This is an optimization exercise on Yosys and OpenROAD, whose aim is small area, not a production implementation.
In this exercise RTL edits were held to simulation tests only and were not proved equivalent to the original.

Setup of run A:
## Top_FFT
module Top_FFT #(parameter INTEGER_SIZE = 8, FRACT_SIZE = 8, NFFT = 128) (
    input  wire clk, rst,
    input  wire start_FFT,
    input  wire signed [INTEGER_SIZE+FRACT_SIZE-1:0] serial_in_r, serial_in_i,
    output wire signed [INTEGER_SIZE+FRACT_SIZE-1:0] serial_out_r, serial_out_i,
    output wire end_FFT, data_valid_FFT
);
export LEC_CHECK = 0
export CAP_MARGIN = 5
export CORE_MARGIN = 2
export CORE_UTILIZATION = 65
export CTS_BUF_LIST = sky130_fd_sc_hd__clkbuf_8
export CTS_CLUSTER_DIAMETER = 60
export CTS_CLUSTER_SIZE = 16
export PLACE_DENSITY = 0.72
export SLEW_MARGIN = 5
create_clock -name core_clock -period 12.0 [get_ports {clk}]
standard.sh (not shown) runs the stock make flow with config.mk's settings and CLKGATE_MAP_FILE= SYNTH_SCRIPT=/design/flow/synth_recipe.tcl, a recipe that flattens the netlist after the stock synthesis.
==> flow/flow/run.sh <==
#!/bin/bash
# The standard layout (standard.sh) with one change: clock tree synthesis without dummy loads.
# The CTS arguments are otherwise those that config.mk's CTS settings give the standard flow.
set -o pipefail
export CTS_ARGS="-sink_clustering_enable -repair_clock_nets -sink_clustering_size 16 -sink_clustering_max_diameter 60 -buf_list sky130_fd_sc_hd__clkbuf_8 -dont_use_dummy_load"
echo "CTS_ARGS=$CTS_ARGS" > run.log
bash standard.sh > standard.log 2>&1
status=$?
echo "standard.sh exit $status" >> run.log
exit $status
Edits applied to the flow inputs when going from run A to run B:
==> flow/flow/run.sh <==
#!/bin/bash
# The standard layout (standard.sh) with two changes: clock tree synthesis without dummy loads
# (the CTS arguments are otherwise those that config.mk's CTS settings give the standard flow), and
# every input and output port still gets its own buffer, but a sky130_fd_sc_hd__buf_1.
set -o pipefail
export CTS_ARGS="-sink_clustering_enable -repair_clock_nets -sink_clustering_size 16 -sink_clustering_max_diameter 60 -buf_list sky130_fd_sc_hd__clkbuf_8 -dont_use_dummy_load"
export BUFFER_PORTS_ARGS="-buffer_cell sky130_fd_sc_hd__buf_1"
echo "CTS_ARGS=$CTS_ARGS" > run.log
echo "BUFFER_PORTS_ARGS=$BUFFER_PORTS_ARGS" >> run.log
bash standard.sh > standard.log 2>&1
status=$?
echo "standard.sh exit $status" >> run.log
exit $status
Results
Area: run B vs run A -> run B smaller
Run B vs. run A: length of routed met3 wiring has decreased; minimum clock period has decreased; achievable frequency climbed 1.4%; share of the core filled with cells in the final layout went down; number of buffers inserted during clock tree synthesis fell 1.2%.
Summary of run B over run A: delay of the slowest critical-path stage grew by 40 ps, total number of nets in the final design held steady, post-layout worst setup margin grew by 160 ps.
The following lists how run C was set up differently from run B:
# run B
export LEC_CHECK = 0
export CAP_MARGIN = 5
export CORE_MARGIN = 2
export CORE_UTILIZATION = 65
export CTS_BUF_LIST = sky130_fd_sc_hd__clkbuf_8
export CTS_CLUSTER_DIAMETER = 60
export CTS_CLUSTER_SIZE = 16
export PLACE_DENSITY = 0.72
export SLEW_MARGIN = 5
create_clock -name core_clock -period 12.0 [get_ports {clk}]
# run C
export LEC_CHECK = 0
export CAP_MARGIN = 5
export CORE_MARGIN = 2
export CORE_UTILIZATION = 65
export CTS_BUF_LIST = sky130_fd_sc_hd__clkbuf_8
export CTS_CLUSTER_DIAMETER = 70
export CTS_CLUSTER_SIZE = 14
export PLACE_DENSITY = 0.72
export SLEW_MARGIN = 5
create_clock -name core_clock -period 12.0 [get_ports {clk}]
==> flow/run.sh (new file) <==
#!/bin/bash
# synth_recipe.tcl (not shown) runs the flow's synth.tcl, then flattens the netlist and writes it again
# the make line also repeats each setting of config.mk as NAME=value (left out here)
make -C /OpenROAD-flow-scripts/flow DESIGN_CONFIG=/design/flow/config.mk WORK_HOME=/design/flow/orfs CLKGATE_MAP_FILE= SYNTH_SCRIPT=/design/flow/synth_recipe.tcl finish
removed: flow/flow/run.sh
removed: flow/standard.sh
Run C gives more post-route core utilization than run B did.
Measured against each other, run C and run B differ in stage delay of the slowest cell on the critical path, the lower figure coming from run C.
Diff run C..run B | area of the die | unchanged
First-pass GRT wire length: run C vs run B up 1.3%
Relative area change from synthesis to final layout in run C is 1.0 points above run B.
The number of clock buffers in the layout number comes out higher for run C vs run B.

afterwards: timing with drivers on the ports:
Ports are ideal in the flow. The routed layouts listed here were re-timed in OpenROAD.
Step 1 sets driving cells, clkbuf_16 on the clock port and buf_2 on the other inputs (assumed; they add their load-dependent delay and slew).
Step 2 moves the port delays by t, midway between the first and last clock arrival at a register: inputs arrive t later, outputs are due t later. That takes back most of the time a late clock gives input paths.
Three values: no drivers, after step 1, after step 2; two values: the first two.
run | t (ns) | setup WS [ns] | worst hold slack (ns) | latest minus earliest clock arrival (ns) | pins driven straight from the clock port
run A | 1.097 | 0.435 / 0.348 / 0.135 | 0.243 / 0.243 / 0.243 | 0.169 / 0.169 | 1
run B | 1.103 | 0.597 / 0.514 / 0.230 | 0.234 / 0.234 / 0.234 | 0.180 / 0.180 | 1
run C | 1.119 | 0.411 / 0.328 / 0.184 | 0.245 / 0.245 / 0.245 | 0.123 / 0.123 | 1
After both steps every run listed still meets setup and hold. For run B, which loses most, drivers alone change the setup slack by -0.083 ns; drivers and shift together by -0.367 ns.
